Source: an optimization exercise on an open RTL-to-GDS flow (aim: small area). Production flows keep margins and buffers that such runs may drop.
In this exercise RTL edits were held to simulation tests only and were not proved equivalent to the original.
The flow treats the clock pin as an ideal source, which a real chip does not have.
Power is estimated from default activity; no workload was simulated.

## uart_box
module uart_box
(
input  wire        CLK,
input  wire        RST,
input  wire        I_STB,
input  wire [7:0]  I_DATA,
output wire        I_ACK,
output wire        O_TxD,
input  wire        I_RxD,
output wire        O_STB,
output wire [7:0]  O_DATA,
input  wire        O_ACK,
input  wire [15:0] CFG_CLK_DIV
);
reg ph;
always @(posedge CLK or posedge RST)
 if (RST)  ph <= 1'b0;
 else      ph <= ~ph;
serial_tx_box tx
(
.CLK        (CLK),
.RST        (RST),
.PH         (ph),
.I_STB      (I_STB),
.I_DATA     (I_DATA),
.I_ACK      (I_ACK),
.O_TxD      (O_TxD),
.CFG_CLK_DIV(CFG_CLK_DIV)
);
serial_rx_box rx
(
.CLK        (CLK),
.RST        (RST),
.PH         (ph),
.I_RxD      (I_RxD),
.O_STB      (O_STB),
.O_DATA     (O_DATA),
.O_ACK      (O_ACK),
.CFG_CLK_DIV(CFG_CLK_DIV)
);
endmodule
Size: ~1800 cells after synthesis, about 0.020 mm^2 of cells after synthesis.
clock: 10.0 ns
lec_check: 0
cap_margin: 20
core_margin: 2
core_utilization: 70
cts_buf_list: sky130_fd_sc_hd__clkbuf_8
cts_cluster_diameter: 120
cts_cluster_size: 16
slew_margin: 20
synth_hierarchical: 1
standard.sh (not shown) runs the stock make flow with config.mk's settings and CLKGATE_MAP_FILE= SYNTH_SCRIPT=/design/flow/synth_recipe.tcl, a recipe that flattens the netlist after the stock synthesis.
==> flow/flow/run.sh <==
#!/bin/bash
# Layout flow: the standard ORFS flow (standard.sh, unchanged synthesis) with two settings
# changed through ORFS's own variables:
#  - clock tree: clkbuf_4 buffers, clusters of at most 10 sinks, no dummy loads
#  - port buffers: sky130_fd_sc_hd__buf_1 on every input and output port
# Each tool's full output stays in orfs/logs/ (ORFS's per-step logs) and in flow_make.log here.
set -euo pipefail
export CTS_ARGS="-sink_clustering_enable -repair_clock_nets -dont_use_dummy_load -buf_list sky130_fd_sc_hd__clkbuf_4 -sink_clustering_size 10 -sink_clustering_max_diameter 60"
export BUFFER_PORTS_ARGS="-buffer_cell sky130_fd_sc_hd__buf_1"
bash standard.sh > flow_make.log 2>&1
Next try:
--- a/flow/flow/run.sh
+++ b/flow/flow/run.sh
@@ -4 +4 @@
-#  - clock tree: clkbuf_4 buffers, clusters of at most 10 sinks, no dummy loads
+#  - clock tree: clkbuf_8 buffers, clusters of at most 18 sinks, no dummy loads
@@ -8 +8 @@
-export CTS_ARGS="-sink_clustering_enable -repair_clock_nets -dont_use_dummy_load -buf_list sky130_fd_sc_hd__clkbuf_4 -sink_clustering_size 10 -sink_clustering_max_diameter 60"
+export CTS_ARGS="-sink_clustering_enable -repair_clock_nets -dont_use_dummy_load -buf_list sky130_fd_sc_hd__clkbuf_8 -sink_clustering_size 18 -sink_clustering_max_diameter 120"
After rerunning:
- final area is about the same
- worst setup slack improved by 0.022 ns
- first-iteration DRC count decreases by 1.0%
- power hardly moves
- clock-buffer cell count decreases by 32
- worst hold slack is about the same
- routed wire length decreases by 0.72%
- global-route usage decreases by 0.40 points
- synthesized cell count does not change
- cell count decreases by 1.5%
- non-clock buffer count stays the same
Next try:
--- a/flow/config.mk
+++ b/flow/config.mk
@@ -10 +10 @@
-export CORE_UTILIZATION = 70
+export CORE_UTILIZATION = 80
The changed run completed with no timing, DRC or antenna violations.
Clock-buffer cell count is unchanged.
Final cell count drops by 2.4%.
Synthesized area does not change.
Critical path depth is unchanged.

========
Another version of the RTL of uart_box (not shown whole).
Size in the first run: about 2000 cells after synthesis, about 610 flip-flops, about 40 I/O pins, about 21000 um2 of cells after synthesis.
==> flow/design.v (excerpt) <==
module uart_box
(
input  wire        CLK,
input  wire        RST,
input  wire        I_STB,
input  wire [7:0]  I_DATA,
output wire        I_ACK,
output wire        O_TxD,
input  wire        I_RxD,
output wire        O_STB,
output wire [7:0]  O_DATA,
input  wire        O_ACK,
input  wire [15:0] CFG_CLK_DIV
);
export LEC_CHECK = 0
export CAP_MARGIN = 20
export CORE_MARGIN = 2
export CORE_UTILIZATION = 50
export CTS_BUF_LIST = sky130_fd_sc_hd__clkbuf_4 sky130_fd_sc_hd__clkbuf_8
export CTS_CLUSTER_SIZE = 30
export SLEW_MARGIN = 20
export SYNTH_HIERARCHICAL = 1
create_clock -name core_clock -period 10.0 [get_ports {CLK}]
run.sh (not shown) runs the stock make flow with config.mk's settings and CLKGATE_MAP_FILE= SYNTH_SCRIPT=/design/flow/synth_recipe.tcl, a recipe that flattens the netlist after the stock synthesis.
Stock flow here: none of the scripts above is used.
Then changed:
--- a/flow/config.mk
+++ b/flow/config.mk
@@ -10,4 +10,5 @@
 export CORE_UTILIZATION = 50
-export CTS_BUF_LIST = sky130_fd_sc_hd__clkbuf_4 sky130_fd_sc_hd__clkbuf_8
-export CTS_CLUSTER_SIZE = 30
+export CTS_BUF_LIST = sky130_fd_sc_hd__clkbuf_8
+export CTS_CLUSTER_DIAMETER = 120
+export CTS_CLUSTER_SIZE = 16
 export SLEW_MARGIN = 20
What happened: The new run produced a clean layout; fmax is about the same; final area fell by 6.3%; die area does not change; power went down by 17%; core utilization went down by 3.7 points; sequential share of layout area is higher by 3.4 points.
Then changed:
--- a/flow/config.mk
+++ b/flow/config.mk
@@ -9,3 +9,3 @@
 export CORE_MARGIN = 2
-export CORE_UTILIZATION = 50
+export CORE_UTILIZATION = 70
 export CTS_BUF_LIST = sky130_fd_sc_hd__clkbuf_8
Non-clock buffer count fell by 1.
Routed wire length fell by 0.65%.
Core utilization rose by 21 points.
Die area fell by 28%.
Then changed:
--- a/flow/config.mk
+++ b/flow/config.mk
@@ -9,6 +9,3 @@
 export CORE_MARGIN = 2
-export CORE_UTILIZATION = 70
-export CTS_BUF_LIST = sky130_fd_sc_hd__clkbuf_8
-export CTS_CLUSTER_DIAMETER = 120
-export CTS_CLUSTER_SIZE = 16
+export CORE_UTILIZATION = 50
 export SLEW_MARGIN = 20
Result: Count of clock-buffer cells in the layout is higher by 46. Wire length is higher by 1.7%. Clock power is higher by 98%. Worst setup slack improves by 0.35 ns. Via count is lower by 1.8%. Cell count is higher by 8.0%. Sequential cell count does not change. Die area is higher by 39%. Sequential share of layout area is lower by 3.4 points. Total power is higher by 21%. Cell area is higher by 6.7%.

========
lane 1:
uart_box, a different RTL version from the one above (not shown whole).
For scale: roughly 1800 cells after synthesis, roughly 40 I/O pins, ~20000 µm² of cells after synthesis.
clock: 10.0 ns
lec_check: 0
cap_margin: 0
core_margin: 2
core_utilization: 50
cts_buf_list: sky130_fd_sc_hd__clkbuf_8
cts_cluster_diameter: 120
cts_cluster_size: 16
slew_margin: 0
synth_hierarchical: 1
standard.sh (not shown) runs the stock make flow with config.mk's settings and CLKGATE_MAP_FILE= SYNTH_SCRIPT=/design/flow/synth_recipe.tcl, a recipe that flattens the netlist after the stock synthesis.
==> flow/flow/run.sh <==
#!/bin/bash
# Layout flow: the standard ORFS flow (standard.sh, unchanged synthesis) with two settings
# changed through ORFS's own variables:
#  - clock tree: clkbuf_8 buffers, clusters of at most 18 sinks, no dummy loads
#  - port buffers: sky130_fd_sc_hd__buf_1 on every input and output port
# Each tool's full output stays in orfs/logs/ (ORFS's per-step logs) and in flow_make.log here.
set -euo pipefail
export CTS_ARGS="-sink_clustering_enable -repair_clock_nets -dont_use_dummy_load -buf_list sky130_fd_sc_hd__clkbuf_8 -sink_clustering_size 18 -sink_clustering_max_diameter 120"
export BUFFER_PORTS_ARGS="-buffer_cell sky130_fd_sc_hd__buf_1"
bash standard.sh > flow_make.log 2>&1
Changes in lane 2 relative to lane 1:
- SLEW_MARGIN now 20, was 0
- CAP_MARGIN now 20, was 0
==> flow/run.sh (new file) <==
#!/bin/bash
# synth_recipe.tcl (not shown) runs the flow's synth.tcl, then flattens the netlist and writes it again
# the make line also repeats each setting of config.mk as NAME=value (left out here)
make -C /OpenROAD-flow-scripts/flow DESIGN_CONFIG=/design/flow/config.mk WORK_HOME=/design/flow/orfs CLKGATE_MAP_FILE= SYNTH_SCRIPT=/design/flow/synth_recipe.tcl finish
removed: flow/flow/run.sh
removed: flow/standard.sh
==> comparison <==
- From lane 1 to lane 2 the numbers moved as follows: number of buffers inserted by hold repair at cts was more or less identical; buffer count excluding the clock tree in the final layout was more or less identical; overall power consumption now sits higher.
- Summary — global routing met2 resource utilization, lane 2 relative to lane 1: higher, by 0.65 points.
- In the tables for lane 2 and lane 1, proportion of cell area occupied by registers reads lower with lane 2.
- The post-placement worst setup slack of lane 2 falls short of that of lane 1 by 1.28 ns.
- Wire length of the first global-routing pass delta for lane 2 relative to lane 1: 0.35% lower
- Lane 2 ends up with a sequential share of power that is 0.9 points lower than in lane 1.
- Routability congestion estimate: lane 2 vs lane 1 up about 4.4%
- Lane 2: final cycle utilization of the critical path is 13 points higher than what lane 1 reported.
- Between lane 2 and lane 1, the xor and xnor area share after synthesis figures differ only marginally.
The inputs of lane 3 differ from those of lane 2 as listed below.
==> flow/flow/run.sh (new file) <==
#!/bin/bash
# Layout flow: the standard ORFS flow (standard.sh, unchanged synthesis) with two settings
# changed through ORFS's own variables:
#  - clock tree: clkbuf_8 buffers, clusters of at most 16 sinks, no dummy loads
#  - port buffers: sky130_fd_sc_hd__buf_1 on every input and output port
# Each tool's full output stays in orfs/logs/ (ORFS's per-step logs) and in flow_make.log here.
set -euo pipefail
export CTS_ARGS="-sink_clustering_enable -repair_clock_nets -dont_use_dummy_load -buf_list sky130_fd_sc_hd__clkbuf_8 -sink_clustering_size 16 -sink_clustering_max_diameter 120"
export BUFFER_PORTS_ARGS="-buffer_cell sky130_fd_sc_hd__buf_1"
bash standard.sh > flow_make.log 2>&1
==> flow/standard.sh (new file) <==
#!/bin/bash
# synth_recipe.tcl (not shown) runs the flow's synth.tcl, then flattens the netlist and writes it again
# the make line also repeats each setting of config.mk as NAME=value (left out here)
make -C /OpenROAD-flow-scripts/flow DESIGN_CONFIG=/design/flow/config.mk WORK_HOME=/design/flow/orfs CLKGATE_MAP_FILE= SYNTH_SCRIPT=/design/flow/synth_recipe.tcl "${@:-finish}"
removed: flow/run.sh
--- outcome ---
Fraction of power consumed by the clock network in lane 3 vs lane 2: down 0.4 points. Taking lane 2 as the reference, in lane 3 largest voltage drop on the vdd net moved down, part of the cycle the worst path needs moved down. Post-route worst hold slack: lane 2 vs lane 3 — no meaningful difference. In terms of global-route usage, lane 2 and lane 3 differ only marginally.
Inputs modified between lane 3 and lane 4:
==> flow/flow/run.sh <==
#!/bin/bash
# Layout flow: the standard ORFS flow (standard.sh, unchanged synthesis) with settings changed
# through ORFS's own variables and step hooks:
#  - clock tree: clkbuf_8 buffers, clusters of at most 16 sinks, no dummy loads
#  - port buffers: sky130_fd_sc_hd__buf_1 on every input and output port
#  - after clock tree: power recovery downsizing (flow/recover.tcl)
# Each tool's full output stays in orfs/logs/ (ORFS's per-step logs) and in flow_make.log here.
set -euo pipefail
F="$(pwd)/flow"
export CTS_ARGS="-sink_clustering_enable -repair_clock_nets -dont_use_dummy_load -buf_list sky130_fd_sc_hd__clkbuf_8 -sink_clustering_size 16 -sink_clustering_max_diameter 120"
export BUFFER_PORTS_ARGS="-buffer_cell sky130_fd_sc_hd__buf_1"
export POST_CTS_TCL="$F/recover.tcl"
bash standard.sh > flow_make.log 2>&1
==> flow/flow/recover.tcl (new file) <==
# POST_CTS hook: downsize cells on paths with slack to spare, then legalize again.
repair_timing -recover_power 100
detailed_placement
check_placement -verbose
## What came out
- Lane 4 has completed all stages; timing, DRC and antenna checks passed.
- From lane 3 to lane 4 the numbers moved as follows: cell count ~0 delta, power drawn by the combinational cells ~0 delta, worst hold slack across all endpoints ~0 delta.

========
the baseline:
uart_box again, from the RTL that the note above started with.
==> flow/config.mk <==
export PLATFORM = sky130hd
export DESIGN_NAME = uart_box
export DESIGN_NICKNAME = uart_box
export VERILOG_FILES = /design/flow/design.v
export SDC_FILE = /design/flow/constraint.sdc
export NUM_CORES = 4
export LEC_CHECK = 0
export CAP_MARGIN = 20
export CORE_MARGIN = 2
export CORE_UTILIZATION = 70
export CTS_BUF_LIST = sky130_fd_sc_hd__clkbuf_8
export CTS_CLUSTER_DIAMETER = 120
export CTS_CLUSTER_SIZE = 16
export SLEW_MARGIN = 20
export SYNTH_HIERARCHICAL = 1
==> flow/constraint.sdc <==
create_clock -name core_clock -period 10.0 [get_ports {CLK}]
set_input_delay 2.0000 -clock core_clock [delete_from_list [all_inputs] [get_ports {CLK}]]
set_output_delay 2.0000 -clock core_clock [all_outputs]
set_load 0.01 [all_outputs]
==> flow/flow/run.sh <==
#!/bin/bash
# Layout flow: the standard ORFS flow (standard.sh, unchanged synthesis) with two settings
# changed through ORFS's own variables:
#  - clock tree: clkbuf_8 buffers, clusters of at most 18 sinks, no dummy loads
#  - port buffers: sky130_fd_sc_hd__buf_1 on every input and output port
# Each tool's full output stays in orfs/logs/ (ORFS's per-step logs) and in flow_make.log here.
set -euo pipefail
export CTS_ARGS="-sink_clustering_enable -repair_clock_nets -dont_use_dummy_load -buf_list sky130_fd_sc_hd__clkbuf_8 -sink_clustering_size 18 -sink_clustering_max_diameter 120"
export BUFFER_PORTS_ARGS="-buffer_cell sky130_fd_sc_hd__buf_1"
bash standard.sh > flow_make.log 2>&1
The baseline | status: complete | timing, DRC, antenna: pass
What the candidate does differently from the baseline at the input level:
- CORE_UTILIZATION now 50, was 70
==> run notes <==
| fraction of area in registers | higher: the baseline |
Re post-synthesis average cell area: no difference whatsoever between the baseline and the candidate.
Re proportion of power drawn by flip-flops and latches: the candidate is 0.4 points down on the baseline.
Diff the baseline -> the candidate: cell count grew by about 6.6%, clock share of power rose by 0.5 points.
From the baseline to the candidate the numbers moved as follows: clock transition at the registers of the reported paths was more or less identical, effective utilization at floorplan has decreased, portion of the clock cycle consumed by the worst path in the final layout went down, fmax rose about 11%, sequential share of the synthesized area held.
On placement-stage worst setup slack: between the candidate and the baseline, it ends up lower for the baseline.

## afterwards: timing with drivers on the ports
In the flow no input, the clock included, has a driving cell. The finished layouts below were timed again as built, in two steps.
Step 1 assumes that a clkbuf_16 drives the clock port and a buf_2 every other input.
Step 2 adds t to the input delays and takes it off the output delays; t is the mean of the earliest and latest rising clock arrival at the registers after step 1. Input paths then give back, and output paths get back, about the clock's delay inside the block.
a / b / c = ideal / step 1 / step 2; a / b = the first two.
run | t (ns) | slack for setup (ns) | clock arrival spread, ns | worst register clock-pin slew, ns | cell pins on the clock port's net
the first run of note 1 | 0.746 | 4.903 / 4.865 / 4.865 | 0.079 / 0.079 | 0.12 / 0.12 | 1
the second run of note 1 | 0.616 | 4.925 / 4.888 / 4.888 | 0.048 / 0.048 | 0.11 / 0.11 | 1
the third run of note 1 | 0.609 | 5.090 / 5.070 / 5.070 | 0.025 / 0.025 | 0.11 / 0.11 | 1
the first run of note 2 | 0.712 | 3.609 / 3.586 / 3.586 | 0.022 / 0.021 | 0.07 / 0.07 | 1
the second run of note 2 | 0.671 | 3.617 / 3.594 / 3.594 | 0.051 / 0.051 | 0.11 / 0.11 | 1
the third run of note 2 | 0.643 | 3.258 / 3.233 / 3.233 | 0.034 / 0.034 | 0.11 / 0.11 | 1
the fourth run of note 2 | 0.655 | 3.606 / 3.583 / 3.583 | 0.023 / 0.023 | 0.06 / 0.06 | 1
lane 1 | 0.664 | 4.695 / 4.665 / 4.568 | 0.039 / 0.040 | 0.12 / 0.12 | 1
lane 2 | 0.674 | 3.410 / 3.386 / 3.386 | 0.033 / 0.033 | 0.11 / 0.11 | 1
lane 3 | 0.666 | 4.737 / 4.705 / 4.618 | 0.059 / 0.060 | 0.11 / 0.11 | 1
lane 4 | 0.666 | 4.176 / 4.148 / 4.148 | 0.059 / 0.060 | 0.11 / 0.11 | 1
the baseline | 0.605 | 4.120 / 4.093 / 4.093 | 0.040 / 0.040 | 0.11 / 0.11 | 1
the candidate | 0.664 | 4.695 / 4.665 / 4.568 | 0.039 / 0.040 | 0.12 / 0.12 | 1
After both steps every run listed still meets setup and hold.
